Source: an optimization exercise on an open RTL-to-GDS flow (aim: small area, a short achievable clock period and few clock cycles per item). Production flows keep margins and buffers that such runs may drop.
At most, simulation tests tie the RTL to the original design; equivalence was not proved.

==> flow/design.v (excerpt) <==
module filter
	#(parameter DWIDTH = 16)
	(input clk,
		input rst,
		output req_in,
		input ack_in,
		input [0:DWIDTH-1] data_in,
		output req_out,
		input ack_out,
		output [0:DWIDTH-1] data_out);
	function [13:0] rom1;
		input [7:0] a;
		case (a)
			8'd0: rom1 = 14'h0;
			8'd1: rom1 = 14'h0;
			8'd2: rom1 = 14'h3fff;
			8'd3: rom1 = 14'h3ffd;
			8'd4: rom1 = 14'h3ffb;
			8'd5: rom1 = 14'h3ff8;
			8'd6: rom1 = 14'h3ff4;
			8'd7: rom1 = 14'h3ff0;
			8'd8: rom1 = 14'h3feb;
			8'd9: rom1 = 14'h3fe5;
			8'd10: rom1 = 14'h3fdf;
			8'd11: rom1 = 14'h3fd7;
			8'd12: rom1 = 14'h3fcf;
			8'd13: rom1 = 14'h3fc7;
			8'd14: rom1 = 14'h3fbd;
			8'd15: rom1 = 14'h3fb3;
			8'd16: rom1 = 14'h3fa8;
			8'd17: rom1 = 14'h3f9c;
			8'd18: rom1 = 14'h3f90;
			8'd19: rom1 = 14'h3f82;
			8'd20: rom1 = 14'h3f74;
			8'd21: rom1 = 14'h3f66;
			8'd22: rom1 = 14'h3f56;
			8'd23: rom1 = 14'h3f46;
			8'd24: rom1 = 14'h3f34;
			8'd25: rom1 = 14'h3f22;
			8'd26: rom1 = 14'h3f10;
			8'd27: rom1 = 14'h3efc;
			8'd28: rom1 = 14'h3ee8;
			8'd29: rom1 = 14'h3ed3;
			8'd30: rom1 = 14'h3ebd;
			8'd31: rom1 = 14'h3ea7;
			8'd32: rom1 = 14'h3e8f;
			8'd33: rom1 = 14'h3e77;
			8'd34: rom1 = 14'h3e5f;
			8'd35: rom1 = 14'h3e45;
			8'd36: rom1 = 14'h3e2b;
			8'd37: rom1 = 14'h3e10;
			8'd38: rom1 = 14'h3df4;
			8'd39: rom1 = 14'h3dd8;
			8'd40: rom1 = 14'h3dbb;
			8'd41: rom1 = 14'h3d9d;
			8'd42: rom1 = 14'h3d7f;
			8'd43: rom1 = 14'h3d60;
			8'd44: rom1 = 14'h3d40;
			8'd45: rom1 = 14'h3d20;
			8'd46: rom1 = 14'h3d00;
			8'd47: rom1 = 14'h3cde;
			8'd48: rom1 = 14'h3cbc;
			8'd49: rom1 = 14'h3c9a;
			8'd50: rom1 = 14'h3c77;
			8'd51: rom1 = 14'h3c53;
			8'd52: rom1 = 14'h3c30;
			8'd53: rom1 = 14'h3c0b;
			8'd54: rom1 = 14'h3be6;
			8'd55: rom1 = 14'h3bc1;
			8'd56: rom1 = 14'h3b9c;
			8'd57: rom1 = 14'h3b76;
			8'd58: rom1 = 14'h3b4f;
			8'd59: rom1 = 14'h3b29;
			8'd60: rom1 = 14'h3b02;
			8'd61: rom1 = 14'h3adb;
			8'd62: rom1 = 14'h3ab3;
			8'd63: rom1 = 14'h3a8c;
			8'd64: rom1 = 14'h3a64;
			8'd65: rom1 = 14'h3a3c;
			8'd66: rom1 = 14'h3a14;
  ...
Settings: LEC_CHECK=0, ABC_AREA=1, CAP_MARGIN=20, CORE_MARGIN=2, CORE_UTILIZATION=40, SLEW_MARGIN=20, SYNTH_HIERARCHICAL=1, SYNTH_MEMORY_MAX_BITS=16384, SYNTH_MINIMUM_KEEP_SIZE=0; clock period 11.0 ns.
standard.sh (not shown) runs the stock make flow with config.mk's settings and CLKGATE_MAP_FILE= SYNTH_SCRIPT=/design/flow/synth_recipe.tcl, a recipe that flattens the netlist after the stock synthesis.
==> flow/flow/run.sh <==
#!/bin/bash
# The standard layout (standard.sh: the standard flow's synthesis and ORFS flow with the
# settings of config.mk), with repair_timing asked for more setup slack than
# config.mk's SETUP_SLACK_MARGIN may ask for. The make output goes to
# standard_flow.log; ORFS's own logs stay under orfs/logs.
set -euo pipefail
MARGIN=$(cat flow/margin)
bash standard.sh SETUP_SLACK_MARGIN=$MARGIN finish > standard_flow.log 2>&1
==> flow/flow/margin <==
7.5
Change:
==> flow/flow/margin (replaced) <==
8
After rerunning: Synthesized cell count does not change; setup slack gets better by 0.16 ns; cell count is lower by 0.59%; die area does not change; synthesized area stays the same; non-clock buffer count is lower by 23; cell area is higher by 6.7%.
No run of this note included a check of the RTL's function; only the layout flow was run.

---

filter, a different RTL version from the one above (not shown whole).
Size in the first run: about 3,400 cells after synthesis, about 320 flip-flops, roughly 38 I/O pins.
Settings: LEC_CHECK=0, ABC_AREA=1, CAP_MARGIN=10, CORE_MARGIN=2, CORE_UTILIZATION=40, SLEW_MARGIN=10, SYNTH_HIERARCHICAL=1, SYNTH_MEMORY_MAX_BITS=16384, SYNTH_MINIMUM_KEEP_SIZE=0; clock period 11.0 ns.
==> flow/flow/margin <==
7.5
Scripts as last shown in full above: flow/flow/run.sh
Testbench counts at the start, summed over its fixed seeds: cycles 64,000, items 32,000.
Then changed:
==> flow/flow/margin (replaced) <==
7.75
Settings changed: CAP_MARGIN 10 to 20, SLEW_MARGIN 10 to 20.
Non-clock buffer count came out higher by 105.
Core utilization is higher by 2.9 points.
Final area increases by 6.6%.
Wire length climbs by 4.5%.
Count of clock-buffer cells in the layout climbs by 4.
Setup slack gets better by 190 ps.
Register-to-register slack gets better by 170 ps.
Area after synthesis stays the same.
First-iteration DRC count went up by 5.4%.
Final cell count is higher by 2.5%.

-- re-timing with driven ports --
How much do the figures lean on ideal ports? The routed layouts below were timed once more, with nothing changed but the port constraints.
Step 1, drivers: a clkbuf_16 drives clk and a buf_2 each remaining input, both assumed.
Step 2 also shifts input and output timing later by t, the mid clock arrival at the registers, as if the neighbouring blocks saw the same clock.
Slacks: ideal ports / drivers / drivers and shift; pairs: ideal ports / drivers.
run	shift t [ns]	slack for setup (ns)	latest minus earliest clock arrival (ns)
the first run of note 1	0.613	7.361 / 7.361 / 7.184	0.032 / 0.033
the second run of note 1	0.599	7.519 / 7.519 / 7.398	0.044 / 0.044
the first run of note 2	0.606	7.538 / 7.476 / 7.096	0.026 / 0.026
the second run of note 2	0.609	7.730 / 7.684 / 7.249	0.030 / 0.029
After both steps setup and hold are still met in every run listed. The setup slack of the second run of note 2, which loses most, moves by -0.046 ns with the drivers and by -0.481 ns with both steps.
